Source: an optimization exercise on an open RTL-to-GDS flow (aim: small area and a short achievable clock period). Production flows keep margins and buffers that such runs may drop. In this exercise RTL edits were held to simulation tests only and were not proved equivalent to the original. Power is estimated from default activity; no workload was simulated.

## flow/flow/run.sh

```bash
#!/bin/bash
# Layout flow: the standard flow, with plain buffers on the ports and a clock
# tree of small buffers without dummy loads.
export BUFFER_PORTS_ARGS="-buffer_cell sky130_fd_sc_hd__buf_2"
export CTS_ARGS="-sink_clustering_enable -repair_clock_nets -dont_use_dummy_load -buf_list \"sky130_fd_sc_hd__clkbuf_4 sky130_fd_sc_hd__clkbuf_8\""
bash standard.sh > standard.log 2>&1
```

## flow/standard.sh

```bash
#!/bin/bash
# synth_recipe.tcl (not shown) runs the flow's synth.tcl, then flattens the netlist and writes it again
# the make line also repeats each setting of config.mk as NAME=value (left out here)
make -C /OpenROAD-flow-scripts/flow DESIGN_CONFIG=/design/flow/config.mk WORK_HOME=/design/flow/orfs CLKGATE_MAP_FILE= SYNTH_SCRIPT=/design/flow/synth_recipe.tcl "${@:-finish}"
```

## flow/config.mk

```make
export PLATFORM = sky130hd
export DESIGN_NAME = axis_Gauss_1x5
export DESIGN_NICKNAME = axis_Gauss_1x5
export VERILOG_FILES = /design/flow/design.v
export SDC_FILE = /design/flow/constraint.sdc
export NUM_CORES = 4
export LEC_CHECK = 0
export CAP_MARGIN = 20
export CORE_MARGIN = 2
export CORE_UTILIZATION = 40
export SETUP_SLACK_MARGIN = 4.45
export SLEW_MARGIN = 20
export SYNTH_HIERARCHICAL = 1
export SYNTH_MINIMUM_KEEP_SIZE = 0
```

## flow/constraint.sdc

```tcl
create_clock -name core_clock -period 8.0 [get_ports {s_axis_aclk}]
set_input_delay 1.6000 -clock core_clock [delete_from_list [all_inputs] [get_ports {s_axis_aclk}]]
set_output_delay 1.6000 -clock core_clock [all_outputs]
set_load 0.01 [all_outputs]
```

## flow/design.v

```verilog
`timescale 1ns/1ns
module axis_Gauss_1x5 (
  input  logic       s_axis_aclk,
  input  logic       s_axis_arstn,
  input  logic [7:0] s_axis_tdata,
  input  logic       s_axis_tvalid,
  input  logic       s_axis_tlast,
  output logic [7:0] m_axis_tdata,
  output logic       m_axis_tvalid,
  output logic       m_axis_tlast
);
logic [7:0]  d1, d2, d3, d4;
logic        v1, v2, l1, l2;
logic [13:0] cnt;
logic [9:0] b;
always_ff @(posedge s_axis_aclk) begin
  d1 <= s_axis_tdata;
  d2 <= d1;
  d3 <= d2;
  d4 <= d3;
  v1 <= s_axis_tvalid;
  v2 <= v1;
  l1 <= s_axis_tlast;
  l2 <= l1;
  b <= bnext;
end
wire [14:0] cc;
wire [13:0] cs;
wire cc_lo;
assign cc[0] = s_axis_tvalid;
gha cnt_ha0 (.a(cnt[0]), .b(cc[0]), .s(cs[0]), .co(cc[1]));
gha cnt_ha1 (.a(cnt[1]), .b(cc[1]), .s(cs[1]), .co(cc[2]));
gha cnt_ha2 (.a(cnt[2]), .b(cc[2]), .s(cs[2]), .co(cc[3]));
gha cnt_ha3 (.a(cnt[3]), .b(cc[3]), .s(cs[3]), .co(cc[4]));
gha cnt_ha4 (.a(cnt[4]), .b(cc[4]), .s(cs[4]), .co(cc[5]));
gha cnt_ha5 (.a(cnt[5]), .b(cc[5]), .s(cs[5]), .co(cc[6]));
gha cnt_ha6 (.a(cnt[6]), .b(cc[6]), .s(cs[6]), .co(cc_lo));
gha cnt_ha7 (.a(cnt[7]), .b(cc[7]), .s(cs[7]), .co(cc[8]));
gha cnt_ha8 (.a(cnt[8]), .b(cc[8]), .s(cs[8]), .co(cc[9]));
gha cnt_ha9 (.a(cnt[9]), .b(cc[9]), .s(cs[9]), .co(cc[10]));
gha cnt_ha10 (.a(cnt[10]), .b(cc[10]), .s(cs[10]), .co(cc[11]));
gha cnt_ha11 (.a(cnt[11]), .b(cc[11]), .s(cs[11]), .co(cc[12]));
gha cnt_ha12 (.a(cnt[12]), .b(cc[12]), .s(cs[12]), .co(cc[13]));
gha cnt_ha13 (.a(cnt[13]), .b(cc[13]), .s(cs[13]), .co(cc[14]));
assign cc[7] = s_axis_tvalid & (&cnt[6:0]);
always_ff @(posedge s_axis_aclk) begin
  if (!s_axis_arstn || s_axis_tlast)
    cnt <= '0;
  else
    cnt <= cs;
end
wire edge_pt = (cnt[13:1] == 13'd1);
wire [7:0] x0 = s_axis_tdata;
wire h1_s, h1_c;
gha h1 (.a(d1[0]), .b(d2[1]), .s(h1_s), .co(h1_c));
wire f2_s, f2_c;
gfa f2 (.a(d1[1]), .b(d2[2]), .c(h1_c), .s(f2_s), .co(f2_c));
wire f3_s, f3_c;
gfa f3 (.a(d1[2]), .b(d2[3]), .c(f2_c), .s(f3_s), .co(f3_c));
wire f4_s, f4_c;
gfa f4 (.a(d1[3]), .b(d2[4]), .c(x0[4]), .s(f4_s), .co(f4_c));
wire f5_s, f5_c;
gfa f5 (.a(d1[4]), .b(d2[5]), .c(x0[5]), .s(f5_s), .co(f5_c));
wire f6_s, f6_c;
gfa f6 (.a(d1[5]), .b(d2[6]), .c(x0[6]), .s(f6_s), .co(f6_c));
wire f7_s, f7_c;
gfa f7 (.a(d1[6]), .b(d2[7]), .c(x0[7]), .s(f7_s), .co(f7_c));
wire h8_s, h8_c;
gha h8 (.a(d2[0]), .b(x0[0]), .s(h8_s), .co(h8_c));
wire h9_s, h9_c;
gha h9 (.a(h1_s), .b(x0[1]), .s(h9_s), .co(h9_c));
wire h10_s, h10_c;
gha h10 (.a(f2_s), .b(x0[2]), .s(h10_s), .co(h10_c));
wire h11_s, h11_c;
gha h11 (.a(x0[3]), .b(f3_s), .s(h11_s), .co(h11_c));
wire h12_s, h12_c;
gha h12 (.a(f3_c), .b(f4_s), .s(h12_s), .co(h12_c));
wire h13_s, h13_c;
gha h13 (.a(f4_c), .b(f5_s), .s(h13_s), .co(h13_c));
wire h14_s, h14_c;
gha h14 (.a(f5_c), .b(f6_s), .s(h14_s), .co(h14_c));
wire h15_s, h15_c;
gha h15 (.a(f6_c), .b(f7_s), .s(h15_s), .co(h15_c));
wire h16_s, h16_c;
gha h16 (.a(d1[7]), .b(f7_c), .s(h16_s), .co(h16_c));
wire q17_x;
g_ao21 q17 (.a(h9_c), .b(h9_s), .c(h8_c), .x(q17_x));
wire q18_x;
g_and2 q18 (.a(h9_s), .b(h8_s), .x(q18_x));
wire q19_x;
g_ao21 q19 (.a(h11_c), .b(h11_s), .c(h10_c), .x(q19_x));
wire q20_x;
g_and2 q20 (.a(h11_s), .b(h10_s), .x(q20_x));
wire q21_x;
g_ao21 q21 (.a(h13_c), .b(h13_s), .c(h12_c), .x(q21_x));
wire q22_x;
g_and2 q22 (.a(h13_s), .b(h12_s), .x(q22_x));
wire q23_x;
g_ao21 q23 (.a(h15_c), .b(h15_s), .c(h14_c), .x(q23_x));
wire q24_x;
g_and2 q24 (.a(h15_s), .b(h14_s), .x(q24_x));
wire q25_x;
g_ao21 q25 (.a(h10_c), .b(h10_s), .c(q17_x), .x(q25_x));
wire q26_x;
g_and2 q26 (.a(h10_s), .b(q18_x), .x(q26_x));
wire q27_x;
g_ao21 q27 (.a(q19_x), .b(q20_x), .c(q17_x), .x(q27_x));
wire q28_x;
g_and2 q28 (.a(q20_x), .b(q18_x), .x(q28_x));
wire q29_x;
g_ao21 q29 (.a(h14_c), .b(h14_s), .c(q21_x), .x(q29_x));
wire q30_x;
g_and2 q30 (.a(h14_s), .b(q22_x), .x(q30_x));
wire q31_x;
g_ao21 q31 (.a(q23_x), .b(q24_x), .c(q21_x), .x(q31_x));
wire q32_x;
g_and2 q32 (.a(q24_x), .b(q22_x), .x(q32_x));
wire q33_x;
g_ao21 q33 (.a(h12_c), .b(h12_s), .c(q27_x), .x(q33_x));
wire q34_x;
g_and2 q34 (.a(h12_s), .b(q28_x), .x(q34_x));
wire q35_x;
g_ao21 q35 (.a(q21_x), .b(q22_x), .c(q27_x), .x(q35_x));
wire q36_x;
g_and2 q36 (.a(q22_x), .b(q28_x), .x(q36_x));
wire q37_x;
g_ao21 q37 (.a(q29_x), .b(q30_x), .c(q27_x), .x(q37_x));
wire q38_x;
g_and2 q38 (.a(q30_x), .b(q28_x), .x(q38_x));
wire q39_x;
g_ao21 q39 (.a(q31_x), .b(q32_x), .c(q27_x), .x(q39_x));
wire q40_x;
g_and2 q40 (.a(q32_x), .b(q28_x), .x(q40_x));
wire q41_x;
g_ao21 q41 (.a(h16_c), .b(h16_s), .c(q39_x), .x(q41_x));
wire q42_x;
g_and2 q42 (.a(h16_s), .b(q40_x), .x(q42_x));
wire q43_x;
g_xor2 q43 (.a(h9_s), .b(h8_c), .x(q43_x));
wire q44_x;
g_xor2 q44 (.a(h10_s), .b(q17_x), .x(q44_x));
wire q45_x;
g_xor2 q45 (.a(h11_s), .b(q25_x), .x(q45_x));
wire q46_x;
g_xor2 q46 (.a(h12_s), .b(q27_x), .x(q46_x));
wire q47_x;
g_xor2 q47 (.a(h13_s), .b(q33_x), .x(q47_x));
wire q48_x;
g_xor2 q48 (.a(h14_s), .b(q35_x), .x(q48_x));
wire q49_x;
g_xor2 q49 (.a(h15_s), .b(q37_x), .x(q49_x));
wire q50_x;
g_xor2 q50 (.a(h16_s), .b(q39_x), .x(q50_x));
wire q51_x;
g_xor2 q51 (.a(1'b0), .b(q41_x), .x(q51_x));
wire [9:0] bnext = {q51_x, q50_x, q49_x, q48_x, q47_x, q46_x, q45_x, q44_x, q43_x, h8_s};
wire h52_s, h52_c;
gha h52 (.a(d4[1]), .b(d2[0]), .s(h52_s), .co(h52_c));
wire f53_s, f53_c;
gfa f53 (.a(d4[2]), .b(d2[1]), .c(d2[0]), .s(f53_s), .co(f53_c));
wire i54 = ~d4[0];
wire f55_s, f55_c;
gfa f55 (.a(i54), .b(h52_c), .c(f53_s), .s(f55_s), .co(f55_c));
wire h56_s, h56_c;
gha h56 (.a(x0[2]), .b(f55_s), .s(h56_s), .co(h56_c));
wire i57 = ~d2[2];
wire f58_s, f58_c;
gfa f58 (.a(d4[3]), .b(d4[1]), .c(i57), .s(f58_s), .co(f58_c));
wire i59 = ~f58_s;
wire f60_s, f60_c;
gfa f60 (.a(d2[1]), .b(f53_c), .c(i59), .s(f60_s), .co(f60_c));
wire f61_s, f61_c;
gfa f61 (.a(f55_c), .b(x0[3]), .c(f60_s), .s(f61_s), .co(f61_c));
wire h62_s, h62_c;
gha h62 (.a(h56_c), .b(f61_s), .s(h62_s), .co(h62_c));
wire f63_s, f63_c;
gfa f63 (.a(b[0]), .b(d4[4]), .c(d2[3]), .s(f63_s), .co(f63_c));
wire i64 = ~d4[2];
wire f65_s, f65_c;
gfa f65 (.a(i64), .b(d2[2]), .c(d4[3]), .s(f65_s), .co(f65_c));
wire i66 = ~f58_c;
wire f67_s, f67_c;
gfa f67 (.a(i66), .b(f63_s), .c(f65_s), .s(f67_s), .co(f67_c));
wire f68_s, f68_c;
gfa f68 (.a(x0[4]), .b(f60_c), .c(f67_s), .s(f68_s), .co(f68_c));
wire i69 = ~x0[2];
wire f70_s, f70_c;
gfa f70 (.a(i69), .b(f61_c), .c(f68_s), .s(f70_s), .co(f70_c));
wire f71_s, f71_c;
gfa f71 (.a(b[1]), .b(d4[3]), .c(b[0]), .s(f71_s), .co(f71_c));
wire f72_s, f72_c;
gfa f72 (.a(d4[5]), .b(d4[0]), .c(d2[4]), .s(f72_s), .co(f72_c));
wire f73_s, f73_c;
gfa f73 (.a(d2[3]), .b(f63_c), .c(f65_c), .s(f73_s), .co(f73_c));
wire i74 = ~f71_s;
wire f75_s, f75_c;
gfa f75 (.a(i74), .b(f72_s), .c(x0[5]), .s(f75_s), .co(f75_c));
wire f76_s, f76_c;
gfa f76 (.a(x0[0]), .b(f73_s), .c(f67_c), .s(f76_s), .co(f76_c));
wire i77 = ~x0[3];
wire f78_s, f78_c;
gfa f78 (.a(i77), .b(f75_s), .c(f68_c), .s(f78_s), .co(f78_c));
wire h79_s, h79_c;
gha h79 (.a(f76_s), .b(f70_c), .s(h79_s), .co(h79_c));
wire f80_s, f80_c;
gfa f80 (.a(d4[6]), .b(d4[1]), .c(d2[5]), .s(f80_s), .co(f80_c));
wire i81 = ~d2[4];
wire f82_s, f82_c;
gfa f82 (.a(b[2]), .b(d4[4]), .c(i81), .s(f82_s), .co(f82_c));
wire i83 = ~f71_c;
wire f84_s, f84_c;
gfa f84 (.a(i83), .b(f72_c), .c(f80_s), .s(f84_s), .co(f84_c));
wire i85 = ~f82_s;
wire f86_s, f86_c;
gfa f86 (.a(i85), .b(f73_c), .c(x0[6]), .s(f86_s), .co(f86_c));
wire i87 = ~x0[4];
wire f88_s, f88_c;
gfa f88 (.a(i87), .b(x0[1]), .c(f84_s), .s(f88_s), .co(f88_c));
wire f89_s, f89_c;
gfa f89 (.a(f75_c), .b(f76_c), .c(f86_s), .s(f89_s), .co(f89_c));
wire f90_s, f90_c;
gfa f90 (.a(f88_s), .b(f78_c), .c(f89_s), .s(f90_s), .co(f90_c));
wire f91_s, f91_c;
gfa f91 (.a(d4[7]), .b(d4[2]), .c(d2[6]), .s(f91_s), .co(f91_c));
wire i92 = ~d2[5];
wire f93_s, f93_c;
gfa f93 (.a(b[3]), .b(d4[5]), .c(i92), .s(f93_s), .co(f93_c));
wire i94 = ~f82_c;
wire f95_s, f95_c;
gfa f95 (.a(f80_c), .b(i94), .c(f91_s), .s(f95_s), .co(f95_c));
wire i96 = ~f93_s;
wire f97_s, f97_c;
gfa f97 (.a(i96), .b(f84_c), .c(x0[7]), .s(f97_s), .co(f97_c));
wire i98 = ~x0[5];
wire f99_s, f99_c;
gfa f99 (.a(i98), .b(x0[2]), .c(f95_s), .s(f99_s), .co(f99_c));
wire f100_s, f100_c;
gfa f100 (.a(f86_c), .b(f88_c), .c(f97_s), .s(f100_s), .co(f100_c));
wire f101_s, f101_c;
gfa f101 (.a(f99_s), .b(f89_c), .c(f100_s), .s(f101_s), .co(f101_c));
wire f102_s, f102_c;
gfa f102 (.a(b[0]), .b(d4[3]), .c(d2[7]), .s(f102_s), .co(f102_c));
wire i103 = ~d2[6];
wire f104_s, f104_c;
gfa f104 (.a(b[4]), .b(d4[6]), .c(i103), .s(f104_s), .co(f104_c));
wire i105 = ~f93_c;
wire f106_s, f106_c;
gfa f106 (.a(f91_c), .b(i105), .c(f102_s), .s(f106_s), .co(f106_c));
wire i107 = ~f95_c;
wire f108_s, f108_c;
gfa f108 (.a(f104_s), .b(i107), .c(x0[6]), .s(f108_s), .co(f108_c));
wire f109_s, f109_c;
gfa f109 (.a(x0[3]), .b(f106_s), .c(f97_c), .s(f109_s), .co(f109_c));
wire i110 = ~f108_s;
wire f111_s, f111_c;
gfa f111 (.a(f99_c), .b(i110), .c(f100_c), .s(f111_s), .co(f111_c));
wire h112_s, h112_c;
gha h112 (.a(f109_s), .b(f101_c), .s(h112_s), .co(h112_c));
wire f113_s, f113_c;
gfa f113 (.a(b[1]), .b(d4[4]), .c(d2[7]), .s(f113_s), .co(f113_c));
wire i114 = ~f102_c;
wire f115_s, f115_c;
gfa f115 (.a(b[5]), .b(d4[7]), .c(i114), .s(f115_s), .co(f115_c));
wire i116 = ~f104_c;
wire f117_s, f117_c;
gfa f117 (.a(i116), .b(f113_s), .c(f106_c), .s(f117_s), .co(f117_c));
wire f118_s, f118_c;
gfa f118 (.a(x0[7]), .b(i87), .c(f115_s), .s(f118_s), .co(f118_c));
wire i119 = ~f117_s;
wire f120_s, f120_c;
gfa f120 (.a(f108_c), .b(i119), .c(f118_s), .s(f120_s), .co(f120_c));
wire i121 = ~f120_s;
wire f122_s, f122_c;
gfa f122 (.a(f109_c), .b(i121), .c(f111_c), .s(f122_s), .co(f122_c));
wire i123 = ~b[6];
wire f124_s, f124_c;
gfa f124 (.a(i123), .b(b[2]), .c(d4[5]), .s(f124_s), .co(f124_c));
wire i125 = ~f115_c;
wire f126_s, f126_c;
gfa f126 (.a(f113_c), .b(f124_s), .c(i125), .s(f126_s), .co(f126_c));
wire i127 = ~f118_c;
wire f128_s, f128_c;
gfa f128 (.a(x0[5]), .b(f117_c), .c(i127), .s(f128_s), .co(f128_c));
wire i129 = ~f120_c;
wire f130_s, f130_c;
gfa f130 (.a(f126_s), .b(i129), .c(f128_s), .s(f130_s), .co(f130_c));
wire f131_s, f131_c;
gfa f131 (.a(b[7]), .b(b[3]), .c(d4[6]), .s(f131_s), .co(f131_c));
wire f132_s, f132_c;
gfa f132 (.a(f124_c), .b(f131_s), .c(x0[6]), .s(f132_s), .co(f132_c));
wire f133_s, f133_c;
gfa f133 (.a(f126_c), .b(f132_s), .c(f128_c), .s(f133_s), .co(f133_c));
wire f134_s, f134_c;
gfa f134 (.a(b[8]), .b(b[4]), .c(d4[7]), .s(f134_s), .co(f134_c));
wire i135 = ~b[7];
wire f136_s, f136_c;
gfa f136 (.a(i135), .b(f131_c), .c(f134_s), .s(f136_s), .co(f136_c));
wire f137_s, f137_c;
gfa f137 (.a(x0[7]), .b(f136_s), .c(f132_c), .s(f137_s), .co(f137_c));
wire i138 = ~b[8];
wire f139_s, f139_c;
gfa f139 (.a(b[9]), .b(b[5]), .c(i138), .s(f139_s), .co(f139_c));
wire f140_s, f140_c;
gfa f140 (.a(f134_c), .b(f139_s), .c(f136_c), .s(f140_s), .co(f140_c));
wire i141 = ~b[9];
wire f142_s, f142_c;
gfa f142 (.a(b[6]), .b(i141), .c(f139_c), .s(f142_s), .co(f142_c));
wire i143 = ~x0[0];
wire i144 = ~x0[1];
wire h145_s, h145_c;
gha h145 (.a(d4[0]), .b(x0[0]), .s(h145_s), .co(h145_c));
wire h146_s, h146_c;
gha h146 (.a(h52_s), .b(x0[1]), .s(h146_s), .co(h146_c));
wire h147_s, h147_c;
gha h147 (.a(i143), .b(h56_s), .s(h147_s), .co(h147_c));
wire h148_s, h148_c;
gha h148 (.a(i144), .b(h62_s), .s(h148_s), .co(h148_c));
wire h149_s, h149_c;
gha h149 (.a(h62_c), .b(f70_s), .s(h149_s), .co(h149_c));
wire h150_s, h150_c;
gha h150 (.a(f78_s), .b(h79_s), .s(h150_s), .co(h150_c));
wire h151_s, h151_c;
gha h151 (.a(h79_c), .b(f90_s), .s(h151_s), .co(h151_c));
wire q152_x;
g_ao21 q152 (.a(h146_c), .b(h146_s), .c(h145_c), .x(q152_x));
wire q153_x;
g_and2 q153 (.a(h146_s), .b(h145_s), .x(q153_x));
wire q154_x;
g_ao21 q154 (.a(h148_c), .b(h148_s), .c(h147_c), .x(q154_x));
wire q155_x;
g_and2 q155 (.a(h148_s), .b(h147_s), .x(q155_x));
wire q156_x;
g_ao21 q156 (.a(h150_c), .b(h150_s), .c(h149_c), .x(q156_x));
wire q157_x;
g_and2 q157 (.a(h150_s), .b(h149_s), .x(q157_x));
wire q158_x;
g_ao21 q158 (.a(h147_c), .b(h147_s), .c(q152_x), .x(q158_x));
wire q159_x;
g_and2 q159 (.a(h147_s), .b(q153_x), .x(q159_x));
wire q160_x;
g_ao21 q160 (.a(q154_x), .b(q155_x), .c(q152_x), .x(q160_x));
wire q161_x;
g_and2 q161 (.a(q155_x), .b(q153_x), .x(q161_x));
wire q162_x;
g_ao21 q162 (.a(h151_c), .b(h151_s), .c(q156_x), .x(q162_x));
wire q163_x;
g_and2 q163 (.a(h151_s), .b(q157_x), .x(q163_x));
wire q164_x;
g_ao21 q164 (.a(h149_c), .b(h149_s), .c(q160_x), .x(q164_x));
wire q165_x;
g_and2 q165 (.a(h149_s), .b(q161_x), .x(q165_x));
wire q166_x;
g_ao21 q166 (.a(q156_x), .b(q157_x), .c(q160_x), .x(q166_x));
wire q167_x;
g_and2 q167 (.a(q157_x), .b(q161_x), .x(q167_x));
wire q168_x;
g_ao21 q168 (.a(q162_x), .b(q163_x), .c(q160_x), .x(q168_x));
wire q169_x;
g_and2 q169 (.a(q163_x), .b(q161_x), .x(q169_x));
wire q170_x;
g_ao21 q170 (.a(h146_c), .b(h146_s), .c(h145_c), .x(q170_x));
wire q171_x;
g_ao21 q171 (.a(h147_c), .b(h147_s), .c(q170_x), .x(q171_x));
wire q172_x;
g_ao21 q172 (.a(h148_c), .b(h148_s), .c(q171_x), .x(q172_x));
wire q173_x;
g_ao21 q173 (.a(h149_c), .b(h149_s), .c(q172_x), .x(q173_x));
wire q174_x;
g_ao21 q174 (.a(h150_c), .b(h150_s), .c(q173_x), .x(q174_x));
wire q175_x;
g_ao21 q175 (.a(h151_c), .b(h151_s), .c(q174_x), .x(q175_x));
wire h176_s, h176_c;
gha h176 (.a(f140_s), .b(f137_c), .s(h176_s), .co(h176_c));
wire h177_s, h177_c;
gha h177 (.a(f142_s), .b(f140_c), .s(h177_s), .co(h177_c));
wire h178_s, h178_c;
gha h178 (.a(i135), .b(f142_c), .s(h178_s), .co(h178_c));
wire h179_s, h179_c;
gha h179 (.a(i138), .b(b[7]), .s(h179_s), .co(h179_c));
wire h180_s, h180_c;
gha h180 (.a(i141), .b(b[8]), .s(h180_s), .co(h180_c));
wire q181_x;
g_ao21 q181 (.a(h177_c), .b(h177_s), .c(h176_c), .x(q181_x));
wire q182_x;
g_and2 q182 (.a(h177_s), .b(h176_s), .x(q182_x));
wire q183_x;
g_ao21 q183 (.a(h179_c), .b(h179_s), .c(h178_c), .x(q183_x));
wire q184_x;
g_and2 q184 (.a(h179_s), .b(h178_s), .x(q184_x));
wire q185_x;
g_ao21 q185 (.a(h178_c), .b(h178_s), .c(q181_x), .x(q185_x));
wire q186_x;
g_and2 q186 (.a(h178_s), .b(q182_x), .x(q186_x));
wire q187_x;
g_ao21 q187 (.a(q183_x), .b(q184_x), .c(q181_x), .x(q187_x));
wire q188_x;
g_and2 q188 (.a(q184_x), .b(q182_x), .x(q188_x));
wire q189_x;
g_ao21 q189 (.a(h180_c), .b(h180_s), .c(q187_x), .x(q189_x));
wire q190_x;
g_and2 q190 (.a(h180_s), .b(q188_x), .x(q190_x));
wire q191_x;
g_xor2 q191 (.a(h177_s), .b(h176_c), .x(q191_x));
wire q192_x;
g_xor2 q192 (.a(h178_s), .b(q181_x), .x(q192_x));
wire q193_x;
g_xor2 q193 (.a(h179_s), .b(q185_x), .x(q193_x));
wire q194_x;
g_xor2 q194 (.a(h180_s), .b(q187_x), .x(q194_x));
wire h195_s, h195_c;
gha h195 (.a(f90_c), .b(f101_s), .s(h195_s), .co(h195_c));
wire h196_s, h196_c;
gha h196 (.a(f111_s), .b(h112_s), .s(h196_s), .co(h196_c));
wire h197_s, h197_c;
gha h197 (.a(h112_c), .b(f122_s), .s(h197_s), .co(h197_c));
wire h198_s, h198_c;
gha h198 (.a(f130_s), .b(f122_c), .s(h198_s), .co(h198_c));
wire h199_s, h199_c;
gha h199 (.a(f130_c), .b(f133_s), .s(h199_s), .co(h199_c));
wire h200_s, h200_c;
gha h200 (.a(f137_s), .b(f133_c), .s(h200_s), .co(h200_c));
wire [10:0] ua = {q194_x, q193_x, q192_x, q191_x, h176_s, h200_s, h199_s, h198_s, h197_s, h196_s, h195_s};
wire [10:0] ub = {1'b0, 1'b0, 1'b0, 1'b0, 1'b0, h200_c, h199_c, h198_c, h197_c, h196_c, h195_c};
wire uc = q175_x;
logic [10:0] oa, ob;
logic oc;
logic       ept;
always_ff @(posedge s_axis_aclk) begin
  oa <= ua;
  ob <= ub;
  oc <= uc;
  ept <= edge_pt;
  m_axis_tvalid <= v2;
  m_axis_tlast  <= l2 & ~edge_pt;
end
wire [7:0] fsum = {oa[10] ^ (1'b0 | oa[9] & 1'b0 | oa[9] & oa[8] & 1'b0 | oa[9] & oa[8] & oa[7] & 1'b0 | oa[9] & oa[8] & oa[7] & oa[6] & ob[5] | oa[9] & oa[8] & oa[7] & oa[6] & oa[5] & ob[4] | oa[9] & oa[8] & oa[7] & oa[6] & oa[5] & oa[4] & ob[3] | oa[9] & oa[8] & oa[7] & oa[6] & oa[5] & oa[4] & oa[3] & ob[2] | oa[9] & oa[8] & oa[7] & oa[6] & oa[5] & oa[4] & oa[3] & oa[2] & ob[1] | oa[9] & oa[8] & oa[7] & oa[6] & oa[5] & oa[4] & oa[3] & oa[2] & oa[1] & ob[0] | oa[9] & oa[8] & oa[7] & oa[6] & oa[5] & oa[4] & oa[3] & oa[2] & oa[1] & oa[0] & oc), oa[9] ^ (1'b0 | oa[8] & 1'b0 | oa[8] & oa[7] & 1'b0 | oa[8] & oa[7] & oa[6] & ob[5] | oa[8] & oa[7] & oa[6] & oa[5] & ob[4] | oa[8] & oa[7] & oa[6] & oa[5] & oa[4] & ob[3] | oa[8] & oa[7] & oa[6] & oa[5] & oa[4] & oa[3] & ob[2] | oa[8] & oa[7] & oa[6] & oa[5] & oa[4] & oa[3] & oa[2] & ob[1] | oa[8] & oa[7] & oa[6] & oa[5] & oa[4] & oa[3] & oa[2] & oa[1] & ob[0] | oa[8] & oa[7] & oa[6] & oa[5] & oa[4] & oa[3] & oa[2] & oa[1] & oa[0] & oc), oa[8] ^ (1'b0 | oa[7] & 1'b0 | oa[7] & oa[6] & ob[5] | oa[7] & oa[6] & oa[5] & ob[4] | oa[7] & oa[6] & oa[5] & oa[4] & ob[3] | oa[7] & oa[6] & oa[5] & oa[4] & oa[3] & ob[2] | oa[7] & oa[6] & oa[5] & oa[4] & oa[3] & oa[2] & ob[1] | oa[7] & oa[6] & oa[5] & oa[4] & oa[3] & oa[2] & oa[1] & ob[0] | oa[7] & oa[6] & oa[5] & oa[4] & oa[3] & oa[2] & oa[1] & oa[0] & oc), oa[7] ^ (1'b0 | oa[6] & ob[5] | oa[6] & oa[5] & ob[4] | oa[6] & oa[5] & oa[4] & ob[3] | oa[6] & oa[5] & oa[4] & oa[3] & ob[2] | oa[6] & oa[5] & oa[4] & oa[3] & oa[2] & ob[1] | oa[6] & oa[5] & oa[4] & oa[3] & oa[2] & oa[1] & ob[0] | oa[6] & oa[5] & oa[4] & oa[3] & oa[2] & oa[1] & oa[0] & oc), oa[6] ^ (ob[5] | oa[5] & ob[4] | oa[5] & oa[4] & ob[3] | oa[5] & oa[4] & oa[3] & ob[2] | oa[5] & oa[4] & oa[3] & oa[2] & ob[1] | oa[5] & oa[4] & oa[3] & oa[2] & oa[1] & ob[0] | oa[5] & oa[4] & oa[3] & oa[2] & oa[1] & oa[0] & oc), oa[5] ^ (ob[4] | oa[4] & ob[3] | oa[4] & oa[3] & ob[2] | oa[4] & oa[3] & oa[2] & ob[1] | oa[4] & oa[3] & oa[2] & oa[1] & ob[0] | oa[4] & oa[3] & oa[2] & oa[1] & oa[0] & oc), oa[4] ^ (ob[3] | oa[3] & ob[2] | oa[3] & oa[2] & ob[1] | oa[3] & oa[2] & oa[1] & ob[0] | oa[3] & oa[2] & oa[1] & oa[0] & oc), oa[3] ^ (ob[2] | oa[2] & ob[1] | oa[2] & oa[1] & ob[0] | oa[2] & oa[1] & oa[0] & oc)};
assign m_axis_tdata = ept ? d3 : fsum;
endmodule
module g_and2 (
  input  logic a,
  input  logic b,
  output logic x
);
assign x = a & b;
endmodule
module g_xor2 (
  input  logic a,
  input  logic b,
  output logic x
);
assign x = a ^ b;
endmodule
module g_ao21 (
  input  logic a,
  input  logic b,
  input  logic c,
  output logic x
);
assign x = a | (b & c);
endmodule
module gha (
  input  logic a,
  input  logic b,
  output logic s,
  output logic co
);
assign s  = a ^ b;
assign co = a & b;
endmodule
module gfa (
  input  logic a,
  input  logic b,
  input  logic c,
  output logic s,
  output logic co
);
assign s  = a ^ b ^ c;
assign co = (a & b) | (a & c) | (b & c);
endmodule
```

==> impl_metrics.env, run 1 <==
export IMPL_cp_required_ns=6.40
export IMPL_multiInputGateArea_um2=2600
export IMPL_netlist_top_cell_by_area="dfxtp_1"
export IMPL_r2r_start="d4[2]"
export IMPL_viasPerCell=4.66
export IMPL_synth_edf_count=0
export IMPL_clockBufferDepth=2
export IMPL_grt_total_usage=0.148
export IMPL_ys_ff_latch=81
export IMPL_synth_cells=337
export IMPL_rows=38
export IMPL_worstPathArrival_ns=1.90
export IMPL_clockRootBuffer="clkbuf_8"
export IMPL_powerDensity_nw_per_um2=365
export IMPL_irDropWorstVdd_v=0.000239
export IMPL_port_buffers=21
export IMPL_reg2regPathDepth=8
export IMPL_path_max_fanout=5
export IMPL_worstSetupPathType="register to output port"
export IMPL_ant_nets=0
export IMPL_hold_viol_final=0
export IMPL_fp_dieW_um=108
export IMPL_grt_overflow=0
export IMPL_synth_common_cells="dfxtp_1, fa_1, ha_1, inv_1, a21o_1"
export IMPL_worst_pin_slew_ns=0.721
export IMPL_finalSetupViolCount=0
export IMPL_grt_pass1_vias=2611
export IMPL_timing_final_crit_share=0.437
export IMPL_status="no timing/DRC/antenna violations"
export IMPL_relSlewSlack=0.518
export IMPL_hp_start="l1"
export IMPL_avgSynthCellArea_um2=12.9
export IMPL_numCtsBuffers=9
export IMPL_p_comb_frac=0.539
export IMPL_wire_per_inst_um=14.4
export IMPL_nFillCells=1029
export IMPL_critPathSlowestCell="dfxtp_2"
export IMPL_die_h_um=108
export IMPL_synth_fp_nets=457
export IMPL_worstHoldPathCells=0
export IMPL_coreArea_um2=10700
export IMPL_clock_tree_htree_level_count=3
export IMPL_syn_cell_area_um2=4350
export IMPL_yosysUniqueCellTypes=32
export IMPL_nNetsFinal=488
export IMPL_gp_routability_congestion=0.830
export IMPL_holdCritPathClass="register to register"
export IMPL_drive_gt1_frac=0.123
export IMPL_p_int_w=0.00107
export IMPL_setup_worst_path_start="oa[3]"
export IMPL_io_pins=22
export IMPL_dp_hpwl_um=6130
export IMPL_drtPass1Iterations=4
export IMPL_grt_pass1_wl_um=12900
export IMPL_num_vias=2357
export IMPL_postCtsHoldBufs=0
export IMPL_seqPwrFrac=0.331
export IMPL_fmax_ghz=0.286
export IMPL_cts_tree="done"
export IMPL_power_net_switching_w=0.000673
export IMPL_cts_sinks=81
export IMPL_synthTopCellsByArea="dfxtp_1, fa_1, ha_1"
export IMPL_async_flop_share=0
export IMPL_n_antenna_cell=0
export IMPL_layout_area_overhead_vs_synth_pct=9.77
export IMPL_clkPwrFrac=0.130
export IMPL_slowest_delay_ns=0.35
export IMPL_register_area_um2=1620
export IMPL_dieArea_um2=11700
export IMPL_drt_wl_total_um=7270
export IMPL_initial_core_util=0.405
export IMPL_ys_flop_type="dfxtp_1"
export IMPL_yosysMostFrequentCell="dfxtp_1"
export IMPL_drv_cap=0
export IMPL_clk_latency_ns=0.35
export IMPL_grt_max_degree=17
export IMPL_leakage_nw=2.32
export IMPL_critPathLaunchType="register"
export IMPL_synth_sequential_area_ratio=0.373
export IMPL_drv_slew=0
export IMPL_clkSlewWorstSetupHoldPaths_ns=0.08
export IMPL_antenna_found_initial=0
export IMPL_end_kind="output port"
export IMPL_netlist_area_leader_share=0.373
export IMPL_rsz0062_at_grt="yes"
export IMPL_clock_skew_ns=0.0200
export IMPL_drc=0
export IMPL_place_inst=495
export IMPL_tns_ns=0
export IMPL_yosys_warnings=7
export IMPL_fin_cells=506
export IMPL_swShare=0.385
export IMPL_period_needed_ns=3.50
export IMPL_drt_iter0_drc=65
export IMPL_crit_chain="and2_4, a221oi_4, buf_6, a31oi_4, xor2_1, mux2_2, buf_2"
## path summary, 6_finish.rpt
check                     to  slack, ns
min reg2reg               l2       0.33
min                       l2       0.33
max reg2reg            oa[2]       4.57
max          m_axis_tdata[5]       4.50
## cell families after synthesis
| group | synth area share |
|---|---|
| other | 0.000861 |
| buffers and inverters | 0.0331 |
| multiplexers | 0.00517 |
| AND/OR/NAND/NOR | 0.0621 |
| flip-flops | 0.373 |
| XOR/XNOR | 0.0342 |
| adder cells (fa/ha/maj) | 0.416 |
| AO/OA/AOI/OAI | 0.0765 |
## repair_timing
| item | in CTS | in global routing |
|---|---|---|
| pin swaps | 3 | 0 |
| endpoints found under the setup margin | 5 | 4 |
| setup buffers | 2 | 0 |
| resized for setup | 3 | 1 |
## Yosys stat by module, one instance, submodules excluded
| module | copies in the design | cells inside |
|---|---|---|
| g_xor2 | 13 | 1 |
| g_ao21 | 23 | 1 |
| axis_Gauss_1x5 | 1 | 187 |
| g_and2 | 6 | 1 |
| gha | 47 | 1 |
| gfa | 61 | 1 |
## placed cells by master (no fill, tap or decap), types with 2 or more instances in the layout
| cell type | count |
|---|---|
| o21ai_0 | 3 |
| and2_1 | 20 |
| fa_2 | 3 |
| buf_2 | 21 |
| clkbuf_8 | 9 |
| a31oi_1 | 2 |
| o31ai_1 | 2 |
| nand3_1 | 3 |
| o21a_1 | 2 |
| inv_1 | 35 |
| a21o_1 | 25 |
| nor4_1 | 2 |
| dfxtp_2 | 2 |
| nand2_1 | 8 |
| dfxtp_1 | 79 |
| nand4_1 | 3 |
| nor2_1 | 6 |
| nor3_1 | 2 |
| fa_1 | 58 |
| ha_1 | 47 |
| xor2_1 | 16 |
| nor2b_1 | 2 |
| mux2_2 | 2 |
## power by group through the flow
stage	clock network (W)	registers (W)	logic (W)
6_report	0.000227	0.000578	0.000942
5_1_grt	0.000253	0.000591	0.00112
4_1_cts	0.000235	0.000580	0.000970
3_5_place_dp	0	0.000588	0.000949
3_3_place_gp	0	0.000586	0.000915
2_1_floorplan	0	0.000566	0.000705
## flip-flops by register name (all words and copies together), names as in the netlist
name,flops
cnt,14
d3,8
m_axis_tvalid,1
b,10
v1,1
l2,1
l1,1
oa,11
ob,6
ept,1
d1,8
d4,8
v2,1
oc,1
d2,8
m_axis_tlast,1
## layer usage
layer / track usage / vias to the layer above / wire length, um
met4: 0.0586 / 0 / 143
li1: - / 1155 / -
met3: 0.0350 / 12 / 190
met1: 0.181 / 1170 / 3220
met5: 0 / - / 0
met2: 0.252 / 20 / 3720
## critical path: cells and delay by family, from the launching register on
| family | cells | cell delay, ns |
|---|---|---|
| flip-flops | 1 | 0.35 |
| AO/OA/AOI/OAI | 2 | 0.33 |
| AND/OR/NAND/NOR | 1 | 0.15 |
| multiplexers | 1 | 0.26 |
| buffers and inverters | 2 | 0.30 |
| XOR/XNOR | 1 | 0.16 |
## cell type report
class	count	area share
Clock buffer	9	0.0259
Inverter	35	0.0275
Multi-Input combinational cell	218	0.544
Sequential cell	81	0.340
Tap cell	140	0.0367
Timing Repair Buffer	23	0.0259
## metrics by stage
stage / total power [W] / setup WS (ns) / util / hold slack [ns] / instance area (um2)
after global routing: 0.00196 / 4.42 / 0.445 / 0.341 / 4780
after CTS: 0.00179 / 4.48 / 0.445 / 0.337 / 4780
after floorplan: 0.00127 / 4.45 / - / 0.310 / 4360
after global placement: 0.00150 / 4.23 / 0.431 / 0.310 / 4630
after detailed placement: 0.00154 / 4.20 / 0.431 / 0.315 / 4630
final: 0.00175 / 4.50 / 0.445 / 0.335 / 4780
==> run 2, diff against run 1 <==
--- a/flow/design.v
+++ b/flow/design.v
@@ -433,8 +433,7 @@
   m_axis_tvalid <= v2;
   m_axis_tlast  <= l2 & ~edge_pt;
 end
-wire [7:0] fsum = {oa[10] ^ (1'b0 | oa[9] & 1'b0 | oa[9] & oa[8] & 1'b0 | oa[9] & oa[8] & oa[7] & 1'b0 | oa[9] & oa[8] & oa[7] & oa[6] & ob[5] | oa[9] & oa[8] & oa[7] & oa[6] & oa[5] & ob[4] | oa[9] & oa[8] & oa[7] & oa[6] & oa[5] & oa[4] & ob[3] | oa[9] & oa[8] & oa[7] & oa[6] & oa[5] & oa[4] & oa[3] & ob[2] | oa[9] & oa[8] & oa[7] & oa[6] & oa[5] & oa[4] & oa[3] & oa[2] & ob[1] | oa[9] & oa[8] & oa[7] & oa[6] & oa[5] & oa[4] & oa[3] & oa[2] & oa[1] & ob[0] | oa[9] & oa[8] & oa[7] & oa[6] & oa[5] & oa[4] & oa[3] & oa[2] & oa[1] & oa[0] & oc), oa[9] ^ (1'b0 | oa[8] & 1'b0 | oa[8] & oa[7] & 1'b0 | oa[8] & oa[7] & oa[6] & ob[5] | oa[8] & oa[7] & oa[6] & oa[5] & ob[4] | oa[8] & oa[7] & oa[6] & oa[5] & oa[4] & ob[3] | oa[8] & oa[7] & oa[6] & oa[5] & oa[4] & oa[3] & ob[2] | oa[8] & oa[7] & oa[6] & oa[5] & oa[4] & oa[3] & oa[2] & ob[1] | oa[8] & oa[7] & oa[6] & oa[5] & oa[4] & oa[3] & oa[2] & oa[1] & ob[0] | oa[8] & oa[7] & oa[6] & oa[5] & oa[4] & oa[3] & oa[2] & oa[1] & oa[0] & oc), oa[8] ^ (1'b0 | oa[7] & 1'b0 | oa[7] & oa[6] & ob[5] | oa[7] & oa[6] & oa[5] & ob[4] | oa[7] & oa[6] & oa[5] & oa[4] & ob[3] | oa[7] & oa[6] & oa[5] & oa[4] & oa[3] & ob[2] | oa[7] & oa[6] & oa[5] & oa[4] & oa[3] & oa[2] & ob[1] | oa[7] & oa[6] & oa[5] & oa[4] & oa[3] & oa[2] & oa[1] & ob[0] | oa[7] & oa[6] & oa[5] & oa[4] & oa[3] & oa[2] & oa[1] & oa[0] & oc), oa[7] ^ (1'b0 | oa[6] & ob[5] | oa[6] & oa[5] & ob[4] | oa[6] & oa[5] & oa[4] & ob[3] | oa[6] & oa[5] & oa[4] & oa[3] & ob[2] | oa[6] & oa[5] & oa[4] & oa[3] & oa[2] & ob[1] | oa[6] & oa[5] & oa[4] & oa[3] & oa[2] & oa[1] & ob[0] | oa[6] & oa[5] & oa[4] & oa[3] & oa[2] & oa[1] & oa[0] & oc), oa[6] ^ (ob[5] | oa[5] & ob[4] | oa[5] & oa[4] & ob[3] | oa[5] & oa[4] & oa[3] & ob[2] | oa[5] & oa[4] & oa[3] & oa[2] & ob[1] | oa[5] & oa[4] & oa[3] & oa[2] & oa[1] & ob[0] | oa[5] & oa[4] & oa[3] & oa[2] & oa[1] & oa[0] & oc), oa[5] ^ (ob[4] | oa[4] & ob[3] | oa[4] & oa[3] & ob[2] | oa[4] & oa[3] & oa[2] & ob[1] | oa[4] & oa[3] & oa[2] & oa[1] & ob[0] | oa[4] & oa[3] & oa[2] & oa[1] & oa[0] & oc), oa[4] ^ (ob[3] | oa[3] & ob[2] | oa[3] & oa[2] & ob[1] | oa[3] & oa[2] & oa[1] & ob[0] | oa[3] & oa[2] & oa[1] & oa[0] & oc), oa[3] ^ (ob[2] | oa[2] & ob[1] | oa[2] & oa[1] & ob[0] | oa[2] & oa[1] & oa[0] & oc)};
-assign m_axis_tdata = ept ? d3 : fsum;
+assign m_axis_tdata = {(ept ? d3[7] : oa[10]) ^ (~ept & (1'b0 | oa[9] & 1'b0 | oa[9] & oa[8] & 1'b0 | oa[9] & oa[8] & oa[7] & 1'b0 | oa[9] & oa[8] & oa[7] & oa[6] & ob[5] | oa[9] & oa[8] & oa[7] & oa[6] & oa[5] & ob[4] | oa[9] & oa[8] & oa[7] & oa[6] & oa[5] & oa[4] & ob[3] | oa[9] & oa[8] & oa[7] & oa[6] & oa[5] & oa[4] & oa[3] & ob[2] | oa[9] & oa[8] & oa[7] & oa[6] & oa[5] & oa[4] & oa[3] & oa[2] & ob[1] | oa[9] & oa[8] & oa[7] & oa[6] & oa[5] & oa[4] & oa[3] & oa[2] & oa[1] & ob[0] | oa[9] & oa[8] & oa[7] & oa[6] & oa[5] & oa[4] & oa[3] & oa[2] & oa[1] & oa[0] & oc)), (ept ? d3[6] : oa[9]) ^ (~ept & (1'b0 | oa[8] & 1'b0 | oa[8] & oa[7] & 1'b0 | oa[8] & oa[7] & oa[6] & ob[5] | oa[8] & oa[7] & oa[6] & oa[5] & ob[4] | oa[8] & oa[7] & oa[6] & oa[5] & oa[4] & ob[3] | oa[8] & oa[7] & oa[6] & oa[5] & oa[4] & oa[3] & ob[2] | oa[8] & oa[7] & oa[6] & oa[5] & oa[4] & oa[3] & oa[2] & ob[1] | oa[8] & oa[7] & oa[6] & oa[5] & oa[4] & oa[3] & oa[2] & oa[1] & ob[0] | oa[8] & oa[7] & oa[6] & oa[5] & oa[4] & oa[3] & oa[2] & oa[1] & oa[0] & oc)), (ept ? d3[5] : oa[8]) ^ (~ept & (1'b0 | oa[7] & 1'b0 | oa[7] & oa[6] & ob[5] | oa[7] & oa[6] & oa[5] & ob[4] | oa[7] & oa[6] & oa[5] & oa[4] & ob[3] | oa[7] & oa[6] & oa[5] & oa[4] & oa[3] & ob[2] | oa[7] & oa[6] & oa[5] & oa[4] & oa[3] & oa[2] & ob[1] | oa[7] & oa[6] & oa[5] & oa[4] & oa[3] & oa[2] & oa[1] & ob[0] | oa[7] & oa[6] & oa[5] & oa[4] & oa[3] & oa[2] & oa[1] & oa[0] & oc)), (ept ? d3[4] : oa[7]) ^ (~ept & (1'b0 | oa[6] & ob[5] | oa[6] & oa[5] & ob[4] | oa[6] & oa[5] & oa[4] & ob[3] | oa[6] & oa[5] & oa[4] & oa[3] & ob[2] | oa[6] & oa[5] & oa[4] & oa[3] & oa[2] & ob[1] | oa[6] & oa[5] & oa[4] & oa[3] & oa[2] & oa[1] & ob[0] | oa[6] & oa[5] & oa[4] & oa[3] & oa[2] & oa[1] & oa[0] & oc)), (ept ? d3[3] : oa[6]) ^ (~ept & (ob[5] | oa[5] & ob[4] | oa[5] & oa[4] & ob[3] | oa[5] & oa[4] & oa[3] & ob[2] | oa[5] & oa[4] & oa[3] & oa[2] & ob[1] | oa[5] & oa[4] & oa[3] & oa[2] & oa[1] & ob[0] | oa[5] & oa[4] & oa[3] & oa[2] & oa[1] & oa[0] & oc)), (ept ? d3[2] : oa[5]) ^ (~ept & (ob[4] | oa[4] & ob[3] | oa[4] & oa[3] & ob[2] | oa[4] & oa[3] & oa[2] & ob[1] | oa[4] & oa[3] & oa[2] & oa[1] & ob[0] | oa[4] & oa[3] & oa[2] & oa[1] & oa[0] & oc)), (ept ? d3[1] : oa[4]) ^ (~ept & (ob[3] | oa[3] & ob[2] | oa[3] & oa[2] & ob[1] | oa[3] & oa[2] & oa[1] & ob[0] | oa[3] & oa[2] & oa[1] & oa[0] & oc)), (ept ? d3[0] : oa[3]) ^ (~ept & (ob[2] | oa[2] & ob[1] | oa[2] & oa[1] & ob[0] | oa[2] & oa[1] & oa[0] & oc))};
 endmodule
 module g_and2 (
   input  logic a,
==> run 2 against run 1 <==
  * Synthesized cell count is 1.5% lower
  * Die area is 1.1% lower
  * Clock skew is 0.0090 ns higher
  * Hold slack better by 0.0015 ns
  * Critical path type is now register to register
==> impl_metrics.env, run 2 <==
export IMPL_gp_routability_congestion=0.832
export IMPL_drc=0
export IMPL_register_area_um2=1630
export IMPL_avgSynthCellArea_um2=13.0
export IMPL_cts_tree="done"
export IMPL_powerDensity_nw_per_um2=360
export IMPL_final_cell_mix="dfxtp_1, fa_1, ha_1, inv_1, a21o_1"
export IMPL_drv_slew=0
export IMPL_rows=37
export IMPL_reg2regPathDepth=8
export IMPL_dp_hpwl_um=5980
export IMPL_end_kind="register"
export IMPL_netlist_top_cell_by_area="dfxtp_1"
export IMPL_syn_cell_area_um2=4300
export IMPL_n_antenna_cell=0
export IMPL_rsz0062_at_grt="no"
export IMPL_synth_common_cells="dfxtp_1, fa_1, ha_1, inv_1, a21o_1"
export IMPL_clockRootBuffer="clkbuf_8"
export IMPL_cts_sinks=81
export IMPL_regMostFlops="cnt"
export IMPL_antenna_found_initial=0
export IMPL_clkSlewWorstSetupHoldPaths_ns=0.10
export IMPL_irDropWorstVdd_v=0.000158
export IMPL_io_pins=22
export IMPL_worstHoldPathCells=0
export IMPL_ys_ff_latch=81
export IMPL_netlist_area_leader_share=0.377
export IMPL_clock_tree_htree_level_count=3
export IMPL_synth_simple_area_share=0.0628
export IMPL_period_needed_ns=3.46
export IMPL_top_regs="cnt: 14 flops, oa: 11 flops, b: 10 flops"
export IMPL_synthMuxAreaShare=0
export IMPL_multiInputGateArea_um2=2590
export IMPL_critPathTopFamily="adder cells"
export IMPL_hold_viol_final=0
export IMPL_numCtsBuffers=9
export IMPL_place_ws_ns=4.21
export IMPL_drive_gt1_frac=0.122
export IMPL_finalInstanceArea_um2=4740
export IMPL_fmax_ghz=0.289
export IMPL_critPathSlowestCell="fa_1"
export IMPL_worstPathArrival_ns=3.67
export IMPL_route_met2_wl_um=3530
export IMPL_grt_pass1_wl_um=12200
export IMPL_status="no timing/DRC/antenna violations"
export IMPL_clock_skew_ns=0.0291
export IMPL_drtPass1Iterations=2
export IMPL_cp_required_ns=8.22
export IMPL_grt_overflow=0
export IMPL_synth_xor_area_share=0.0346
export IMPL_clockBufferDepth=2
export IMPL_holdWs_ns=0.336
export IMPL_fp_dieW_um=108
export IMPL_path_max_fanout=3
export IMPL_yosys_warnings=7
export IMPL_die_h_um=108
export IMPL_synth_sequential_area_ratio=0.377
export IMPL_drv_cap=0
export IMPL_port_buffers=21
export IMPL_crit_chain="inv_1, fa_1, fa_1, fa_1, fa_1, fa_1, ha_1, a21o_1"
export IMPL_routed_top_layer="met4"
export IMPL_met3WireLength_um=168
export IMPL_worstSetupPathType="register to register"
export IMPL_final_common_cell="dfxtp_1"
export IMPL_synth_top_family_by_area="adder cells"
export IMPL_async_flop_share=0
export IMPL_grt_max_degree=17
export IMPL_viasPerCell=4.62
export IMPL_r2r_start="d4[2]"
export IMPL_synthTopCellsByArea="dfxtp_1, fa_1, ha_1"
export IMPL_coreArea_um2=10400
export IMPL_largest_reg_flops=14
export IMPL_finalSetupViolCount=0
export IMPL_hp_start="v2"
export IMPL_worst_pin_slew_ns=0.699
export IMPL_ant_nets=0
export IMPL_relSlewSlack=0.533
export IMPL_fin_ws_ns=4.54
export IMPL_hold_path_end="m_axis_tvalid"
export IMPL_synth_edf_count=0
export IMPL_tns_ns=0
export IMPL_slowest_delay_ns=0.54
export IMPL_drt_wl_total_um=7010
export IMPL_reg2reg_to="oc"
export IMPL_nFillCells=967
export IMPL_layout_area_overhead_vs_synth_pct=10.2
export IMPL_critPathLaunchType="register"
export IMPL_grt_total_usage=0.143
export IMPL_critPathBufInv=1
export IMPL_initial_core_util=0.415
export IMPL_crit_top_cell="fa_1"
export IMPL_num_vias=2295
export IMPL_postCtsHoldBufs=0
export IMPL_dieArea_um2=11600
export IMPL_clk_latency_ns=0.35
export IMPL_yosysMostFrequentCell="dfxtp_1"
export IMPL_nNetsFinal=483
export IMPL_timing_final_crit_share=0.432
export IMPL_holdCritPathClass="register to register"
export IMPL_synth_fa_ha_area_frac=0.420
export IMPL_yosysUniqueCellTypes=29
export IMPL_synth_cells=332
export IMPL_synth_fp_nets=452
export IMPL_grt_pass1_vias=2528
export IMPL_r2r_setup_slack_ns=4.54
export IMPL_synth_compound_area_frac=0.0741
export IMPL_drt_iter0_drc=54
export IMPL_leakage_nw=2.30
export IMPL_dpl_cell_area_um2=4580
export IMPL_wire_per_inst_um=14.1
export IMPL_ys_flop_type="dfxtp_1"
export IMPL_wl_met1_um=3190
==> run 2: cell count changes in the layout (fill, tap and decap cells not counted), moves of 2 or more <==
cell and delta:
a21oi_4 +2, a31oi_1 -2, inv_1 -2, mux2_2 -2, nand2_1 +2, nor2_1 -3, o21ai_0 -3, o21ai_1 +6
==> run 2: logic make-up after synthesis <==
family / count (synthesis)
AND/OR/NAND/NOR: 47
AO/OA/AOI/OAI: 43
flip-flops: 81
adder cells (fa/ha/maj): 108
XOR/XNOR: 17
buffers and inverters: 35
other: 1
==> run 2: per-layer routing <==
| metal | track usage | up-vias |
|---|---|---|
| met5 | 0 | - |
| met4 | 0.0549 | 0 |
| met3 | 0.0387 | 9 |
| met2 | 0.241 | 15 |
| met1 | 0.175 | 1131 |
| li1 | - | 1140 |
==> run 2: worst max path at each step <==
stage	end	start	cells after the start
2_1_floorplan	oa[2]	s_axis_tdata[7]	5
6_report	oc	d4[2]	8
3_5_place_dp	oa[2]	s_axis_tdata[7]	6
4_1_cts	m_axis_tdata[7]	oc	7
5_1_grt	m_axis_tdata[3]	oa[2]	7
3_3_place_gp	oa[2]	s_axis_tdata[4]	7
==> run 2: through the flow <==
step	utilization	std cells	power, W
6_report	0.457	497	0.00171
3_3_place_gp	0.442	487	0.00147
4_1_cts	0.454	496	0.00172
2_1_floorplan	-	332	0.00124
5_1_grt	0.457	497	0.00192
3_5_place_dp	0.442	487	0.00148
==> run 2: repair_timing <==
item	in CTS	in global routing
endpoints found under the setup margin	0	5
gates resized for setup	0	7
setup buffers	0	1
==> run 2: worst register-to-register path: cells and delay by family (launching register included) <==
family | cells | cell delay, ns
adders and majority gates | 6 | 2.61
buffers and inverters | 1 | 0.10
DFF | 1 | 0.44
AOI/OAI and AO/OA | 1 | 0.17
==> run 2: cell type report <==
type                            instances  area share
Clock buffer                            9      0.0261
Inverter                               33      0.0261
Multi-Input combinational cell        216       0.546
Sequential cell                        81       0.343
Tap cell                              136      0.0359
Timing Repair Buffer                   22      0.0237
==> run 2: modules after synthesis, one instance, submodules excluded <==
| module | flops+latches | copies in the design |
|---|---|---|
| g_and2 | 0 | 6 |
| g_xor2 | 0 | 13 |
| gfa | 0 | 61 |
| g_ao21 | 0 | 23 |
| gha | 0 | 47 |
| axis_Gauss_1x5 | 81 | 1 |
==> run 2: where the power goes <==
group | internal [W] | switching, W | leakage, nW
Combinational | 0.000448 | 0.000458 | 1.56
Clock | 0.000100 | 0.000124 | 0.0647
Sequential | 0.000507 | 0.0000698 | 0.677
==> run 3, diff against run 2 <==
--- a/flow/config.mk
+++ b/flow/config.mk
@@ -8,7 +8,7 @@
 export CAP_MARGIN = 20
 export CORE_MARGIN = 2
 export CORE_UTILIZATION = 40
-export SETUP_SLACK_MARGIN = 4.45
+export SETUP_SLACK_MARGIN = 4.3
 export SLEW_MARGIN = 20
 export SYNTH_HIERARCHICAL = 1
 export SYNTH_MINIMUM_KEEP_SIZE = 0
==> run 3 against run 2 <==
  * Still clean on timing, DRC and antenna
  * Area after synthesis unchanged
  * Sequential power shrank 1%
  * Synthesized cell count did not move
  * Register-to-register slack got worse by 0.05 ns
  * Clock-buffer cell count unchanged
  * Clock skew is 0.0018 ns higher
  * Critical path depth decreased by 1
  * Maximum frequency down 4.2%
  * Power decreased by 1.3%
  * Critical endpoint is now oa[2]
  * Largest power group unchanged
==> impl_metrics.env, run 3 <==
export IMPL_wire_per_inst_um=14.4
export IMPL_synth_sequential_area_ratio=0.377
export IMPL_num_vias=2307
export IMPL_place_ws_ns=4.00
export IMPL_avgSynthCellArea_um2=13.0
export IMPL_largest_reg_flops=14
export IMPL_period_needed_ns=3.61
export IMPL_drt_wl_total_um=7160
export IMPL_path_max_fanout=4
export IMPL_crit_chain="buf_2, inv_1, fa_1, fa_1, fa_1, fa_1, ha_1"
export IMPL_antenna_found_initial=0
export IMPL_clock_tree_htree_level_count=3
export IMPL_ys_ff_latch=81
export IMPL_drv_cap=0
export IMPL_reg2regPathDepth=8
export IMPL_dieArea_um2=11600
export IMPL_numCtsBuffers=9
export IMPL_grt_pass1_wl_um=12400
export IMPL_critPathTopFamily="adder cells"
export IMPL_rsz0062_at_grt="no"
export IMPL_place_inst=487
export IMPL_nNetsFinal=482
export IMPL_reg2reg_to="oa[2]"
export IMPL_drtPass1Iterations=4
export IMPL_critPathSlowestCell="fa_1"
export IMPL_yosysMostFrequentCell="dfxtp_1"
export IMPL_relSlewSlack=0.511
export IMPL_grt_pass1_vias=2566
export IMPL_hold_viol_final=0
export IMPL_critPathLaunchType="input port"
export IMPL_hp_start="v1"
export IMPL_drt_iter0_drc=62
export IMPL_async_flop_share=0
export IMPL_regMostFlops="cnt"
export IMPL_clockRootBuffer="clkbuf_8"
export IMPL_fin_cells=496
export IMPL_top_regs="cnt: 14 flops, oa: 11 flops, b: 10 flops"
export IMPL_ant_nets=0
export IMPL_die_h_um=108
export IMPL_critPathBufInv=2
export IMPL_irDropWorstVdd_v=0.000161
export IMPL_gp_routability_congestion=0.839
export IMPL_holdCritPathClass="register to register"
export IMPL_grt_total_usage=0.144
export IMPL_r2r_setup_slack_ns=4.49
export IMPL_grt_overflow=0
export IMPL_finalSetupViolCount=0
export IMPL_crit_top_cell="fa_1"
export IMPL_synth_cells=332
export IMPL_netlist_top_cell_by_area="dfxtp_1"
export IMPL_tns_ns=0
export IMPL_n_antenna_cell=0
export IMPL_yosysUniqueCellTypes=29
export IMPL_powerDensity_nw_per_um2=359
export IMPL_rows=37
export IMPL_syn_cell_area_um2=4300
export IMPL_viasPerCell=4.65
export IMPL_final_cell_mix="dfxtp_1, fa_1, ha_1, inv_1, a21o_1"
export IMPL_r2r_start="d4[2]"
export IMPL_cts_resized_gates=0
export IMPL_worst_pin_slew_ns=0.732
export IMPL_port_buffers=21
export IMPL_cp_required_ns=8.24
export IMPL_initial_core_util=0.415
export IMPL_status="no timing/DRC/antenna violations"
export IMPL_cts_tree="done"
export IMPL_synthTopCellsByArea="dfxtp_1, fa_1, ha_1"
export IMPL_drc=0
export IMPL_coreArea_um2=10400
export IMPL_dp_hpwl_um=6060
export IMPL_clockBufferDepth=2
export IMPL_netlist_area_leader_share=0.377
export IMPL_worstHoldPathCells=0
export IMPL_cts_setup_buffers=0
export IMPL_leakage_nw=2.29
export IMPL_hold_path_end="v2"
export IMPL_worstSetupPathType="input port to register"
export IMPL_timing_final_crit_share=0.451
export IMPL_fmax_ghz=0.277
export IMPL_yosys_warnings=7
export IMPL_end_kind="register"
export IMPL_drive_gt1_frac=0.100
export IMPL_clock_skew_ns=0.0309
export IMPL_fin_ws_ns=4.39
export IMPL_cts_sinks=81
export IMPL_synth_fp_nets=452
export IMPL_postCtsHoldBufs=0
export IMPL_clk_latency_ns=0.36
export IMPL_final_common_cell="dfxtp_1"
export IMPL_layout_area_overhead_vs_synth_pct=9.10
export IMPL_synth_edf_count=0
export IMPL_synth_common_cells="dfxtp_1, fa_1, ha_1, inv_1, a21o_1"
export IMPL_ys_flop_type="dfxtp_1"
export IMPL_grt_max_degree=17
export IMPL_drv_slew=0
export IMPL_worstPathArrival_ns=3.85
export IMPL_slowest_delay_ns=0.47
export IMPL_clkSlewWorstSetupHoldPaths_ns=0.10
export IMPL_io_pins=22
export IMPL_nFillCells=976
export IMPL_fp_dieW_um=108
[run 3: per-stage QoR]
| step | utilization | cell area (um2) | hold slack (ns) | total power [W] |
|---|---|---|---|---|
| finish | 0.453 | 4700 | 0.336 | 0.00168 |
| global route | 0.453 | 4700 | 0.348 | 0.00189 |
| CTS | 0.453 | 4700 | 0.337 | 0.00172 |
| detailed placement | 0.441 | 4570 | 0.312 | 0.00148 |
| global placement | 0.441 | 4570 | 0.312 | 0.00145 |
| floorplan | - | 4300 | 0.310 | 0.00124 |
[run 3: report_power, final]
| part | switching [W] | total (W) | internal (W) |
|---|---|---|---|
| Sequential | 0.0000643 | 0.000569 | 0.000505 |
| Combinational | 0.000452 | 0.000889 | 0.000437 |
| Clock | 0.000126 | 0.000226 | 0.000101 |
[run 3: worst register-to-register path, cell delays in order, from the launching register on]
cell and delay, ns:
dfxtp_1 0.45, inv_1 0.10, fa_1 0.43, fa_1 0.42
fa_1 0.45, fa_1 0.44, fa_1 0.40, fa_1 0.44
ha_1 0.27
[run 3: final cells by class]
cell class / instances / area, um2 / area share
sequential: 81 / 1620 / 0.345
clock buffer: 9 / 124 / 0.0264
tap: 136 / 170 / 0.0362
multi-input combinational: 216 / 2550 / 0.543
timing repair buffer: 21 / 105 / 0.0224
inverter: 33 / 124 / 0.0264
[run 3: per-module statistics from Yosys, one instance, submodules excluded]
module	flops+latches	copies in the design	cells	cell area (um2)
axis_Gauss_1x5	81	1	182	2170
gfa	0	61	1	20.0
gha	0	47	1	12.5
g_xor2	0	13	1	8.76
g_ao21	0	23	1	7.51
g_and2	0	6	1	6.26
[run 3: kinds of logic after synthesis]
family,count (synthesis),share of synthesized area
adders and majority gates,108,0.420
xor gates and xnor gates,17,0.0346
and+or+nand+nor,47,0.0628
DFF,81,0.377
AOI/OAI and AO/OA,43,0.0741
buffers and inverters,35,0.0305
other,1,0.000871
[run 3: worst max path at each step]
stage	start	endpoint	slack, ns	cells after the start
CTS	s_axis_tdata[4]	oa[2]	4.38	7
detailed placement	s_axis_tdata[4]	oa[2]	4.00	7
global placement	s_axis_tdata[4]	oa[2]	4.04	7
floorplan	s_axis_tdata[4]	oa[2]	4.30	6
finish	s_axis_tdata[4]	oa[2]	4.39	7
global route	s_axis_tdata[4]	oa[2]	4.31	7
[run 3: routing by layer]
layer | GRT usage | wire length [um] | up-vias
li1 | - | - | 1135
met1 | 0.170 | 3200 | 1129
met2 | 0.243 | 3540 | 27
met3 | 0.0375 | 201 | 16
met4 | 0.0678 | 221 | 0
met5 | 0 | 0 | -
==> run 4, diff against run 3 <==
--- a/flow/config.mk
+++ b/flow/config.mk
@@ -8,7 +8,7 @@
 export CAP_MARGIN = 20
 export CORE_MARGIN = 2
 export CORE_UTILIZATION = 40
-export SETUP_SLACK_MARGIN = 4.3
+export SETUP_SLACK_MARGIN = 4.75
 export SLEW_MARGIN = 20
 export SYNTH_HIERARCHICAL = 1
 export SYNTH_MINIMUM_KEEP_SIZE = 0
==> run 4 against run 3 <==
  * Critical path depth did not move
  * Register-to-register slack improved by 0.18 ns
  * Still clean on timing, DRC and antenna
  * Critical path type is now register to output port
  * Combinational power grew 18%
  * Highest routed layer unchanged
==> impl_metrics.env, run 4 <==
export IMPL_viasPerCell=4.65
export IMPL_drc=0
export IMPL_irDropWorstVdd_v=0.000179
export IMPL_hold_viol_final=0
export IMPL_io_pins=22
export IMPL_timing_final_crit_share=0.424
export IMPL_end_kind="output port"
export IMPL_drt_wl_total_um=7240
export IMPL_wire_per_inst_um=14.4
export IMPL_fmax_ghz=0.295
export IMPL_rsz0062_at_grt="yes"
export IMPL_avgSynthCellArea_um2=13.0
export IMPL_initial_core_util=0.415
export IMPL_clk_latency_ns=0.37
export IMPL_clockRootBuffer="clkbuf_8"
export IMPL_p_comb_frac=0.566
export IMPL_swShare=0.381
export IMPL_power_net_switching_w=0.000704
export IMPL_finalSetupViolCount=0
export IMPL_synth_sequential_area_ratio=0.377
export IMPL_worstSetupPathType="register to output port"
export IMPL_ant_nets=0
export IMPL_p_int_w=0.00114
export IMPL_critPathLaunchType="register"
export IMPL_worstPathArrival_ns=1.80
export IMPL_drv_slew=0
export IMPL_async_flop_share=0
export IMPL_grt_pass1_wl_um=12900
export IMPL_synth_fp_nets=452
export IMPL_antenna_found_initial=0
export IMPL_yosysUniqueCellTypes=29
export IMPL_synth_edf_count=0
export IMPL_fp_dieW_um=108
export IMPL_drt_iter0_drc=69
export IMPL_synthTopCellsByArea="dfxtp_1, fa_1, ha_1"
export IMPL_clock_skew_ns=0.0204
export IMPL_powerDensity_nw_per_um2=373
export IMPL_final_common_cell="dfxtp_1"
export IMPL_yosys_warnings=7
export IMPL_leakage_nw=2.33
export IMPL_path_max_fanout=5
export IMPL_clockBufferDepth=2
export IMPL_clkPwrFrac=0.121
export IMPL_drtPass1Iterations=7
export IMPL_ys_flop_type="dfxtp_1"
export IMPL_num_vias=2337
export IMPL_worst_pin_slew_ns=0.726
export IMPL_syn_cell_area_um2=4300
export IMPL_clock_tree_htree_level_count=3
export IMPL_layout_area_overhead_vs_synth_pct=14.9
export IMPL_largest_reg_flops=14
export IMPL_netlist_area_leader_share=0.377
export IMPL_seqPwrFrac=0.313
export IMPL_cts_tree="done"
export IMPL_gp_routability_congestion=0.867
export IMPL_grt_pass1_vias=2629
export IMPL_holdCritPathClass="register to register"
export IMPL_cp_required_ns=6.40
export IMPL_power_total_w=0.00185
export IMPL_dp_hpwl_um=6060
export IMPL_finalInstanceArea_um2=4950
export IMPL_synth_cells=332
export IMPL_regMostFlops="cnt"
export IMPL_tns_ns=0
export IMPL_status="no timing/DRC/antenna violations"
export IMPL_period_needed_ns=3.40
export IMPL_n_antenna_cell=0
export IMPL_yosysMostFrequentCell="dfxtp_1"
export IMPL_drv_cap=0
export IMPL_ys_ff_latch=81
export IMPL_drive_gt1_frac=0.207
export IMPL_relSlewSlack=0.515
export IMPL_port_buffers=21
export IMPL_coreArea_um2=10400
export IMPL_nNetsFinal=489
export IMPL_grt_total_usage=0.150
export IMPL_numCtsBuffers=9
export IMPL_dieArea_um2=11600
export IMPL_synth_common_cells="dfxtp_1, fa_1, ha_1, inv_1, a21o_1"
export IMPL_grt_max_degree=17
export IMPL_place_inst=487
export IMPL_dpl_cell_area_um2=4610
export IMPL_final_cell_mix="dfxtp_1, fa_1, ha_1, inv_1, a21o_1"
export IMPL_cts_sinks=81
export IMPL_nFillCells=963
export IMPL_grt_overflow=0
export IMPL_rows=37
export IMPL_die_h_um=108
export IMPL_top_regs="cnt: 14 flops, oa: 11 flops, b: 10 flops"
export IMPL_fin_cells=503
export IMPL_netlist_top_cell_by_area="dfxtp_1"
export IMPL_clkSlewWorstSetupHoldPaths_ns=0.10
-- run 4: cell counts after synthesis --
No cell type changed its count.
-- run 4: final timing paths --
check	start	to	slack, ns	cells past startpoint
worst min-delay path	v1	v2	0.34	0
worst min register to register	v1	v2	0.34	0
worst max register to register	d4[6]	oa[2]	4.67	7
worst max-delay path	oa[2]	m_axis_tdata[4]	4.60	7
-- run 4: power by group through the flow --
stage                     registers, W  clock network (W)  logic [W]
after floorplan               0.000562                  0   0.000689
after global placement        0.000581                  0   0.000895
after detailed placement      0.000581                  0   0.000918
after CTS                     0.000580           0.000231   0.000989
after global routing          0.000591           0.000253    0.00125
final                         0.000578           0.000223    0.00105
-- run 4: final cells by class --
type | instances | area [um2] | area share
Clock buffer | 9 | 124 | 0.0250
Timing Repair Buffer | 28 | 188 | 0.0379
Inverter | 33 | 124 | 0.0250
Multi-Input combinational cell | 216 | 2700 | 0.547
Tap cell | 136 | 170 | 0.0344
Sequential cell | 81 | 1640 | 0.331
-- run 4: kinds of logic after synthesis --
| kind of cell | count (synthesis) | share of synthesized area |
|---|---|---|
| other | 1 | 0.000871 |
| and+or+nand+nor | 47 | 0.0628 |
| buffers and inverters | 35 | 0.0305 |
| AOI/OAI and AO/OA | 43 | 0.0741 |
| adders and majority gates | 108 | 0.420 |
| DFF | 81 | 0.377 |
| xor gates and xnor gates | 17 | 0.0346 |
-- run 4: through the flow --
stage	util	hold WS [ns]	setup WS, ns
after detailed placement	0.445	0.312	4.21
after global routing	0.477	0.349	4.49
after CTS	0.468	0.336	4.57
after floorplan	-	0.310	4.45
final	0.477	0.336	4.60
after global placement	0.445	0.311	4.23
-- run 4: routing by layer --
| layer | share of wire | global-route usage | vias to the layer above |
|---|---|---|---|
| met4 | 0.034 | 0.0806 | 0 |
| met2 | 0.49 | 0.247 | 23 |
| met1 | 0.46 | 0.186 | 1155 |
| li1 | - | - | 1145 |
| met5 | 0 | 0 | - |
| met3 | 0.023 | 0.0272 | 14 |
-- run 4: repair_timing --
item                                    CTS  global route
gates resized for setup                  28            12
endpoints found under the setup margin   15            16
pin swaps                                14            13
buffers inserted                          2             5
hold buffers                              0             0
-- run 4: critical path: stages (launching register included) --
cell	delay (ns)
dfxtp_2	0.34
a21o_1	0.19
a21oi_4	0.19
a21oi_4	0.10
or3_1	0.35
nand2_1	0.07
o21ai_1	0.06
buf_2	0.16
-- run 4: modules after synthesis (local to each module, per instance) --
module | cells inside | times used | cell area (um2) | flip-flops and latches
axis_Gauss_1x5 | 182 | 1 | 2170 | 81
gfa | 1 | 61 | 20.0 | 0
g_and2 | 1 | 6 | 6.26 | 0
gha | 1 | 47 | 12.5 | 0
g_xor2 | 1 | 13 | 8.76 | 0
g_ao21 | 1 | 23 | 7.51 | 0
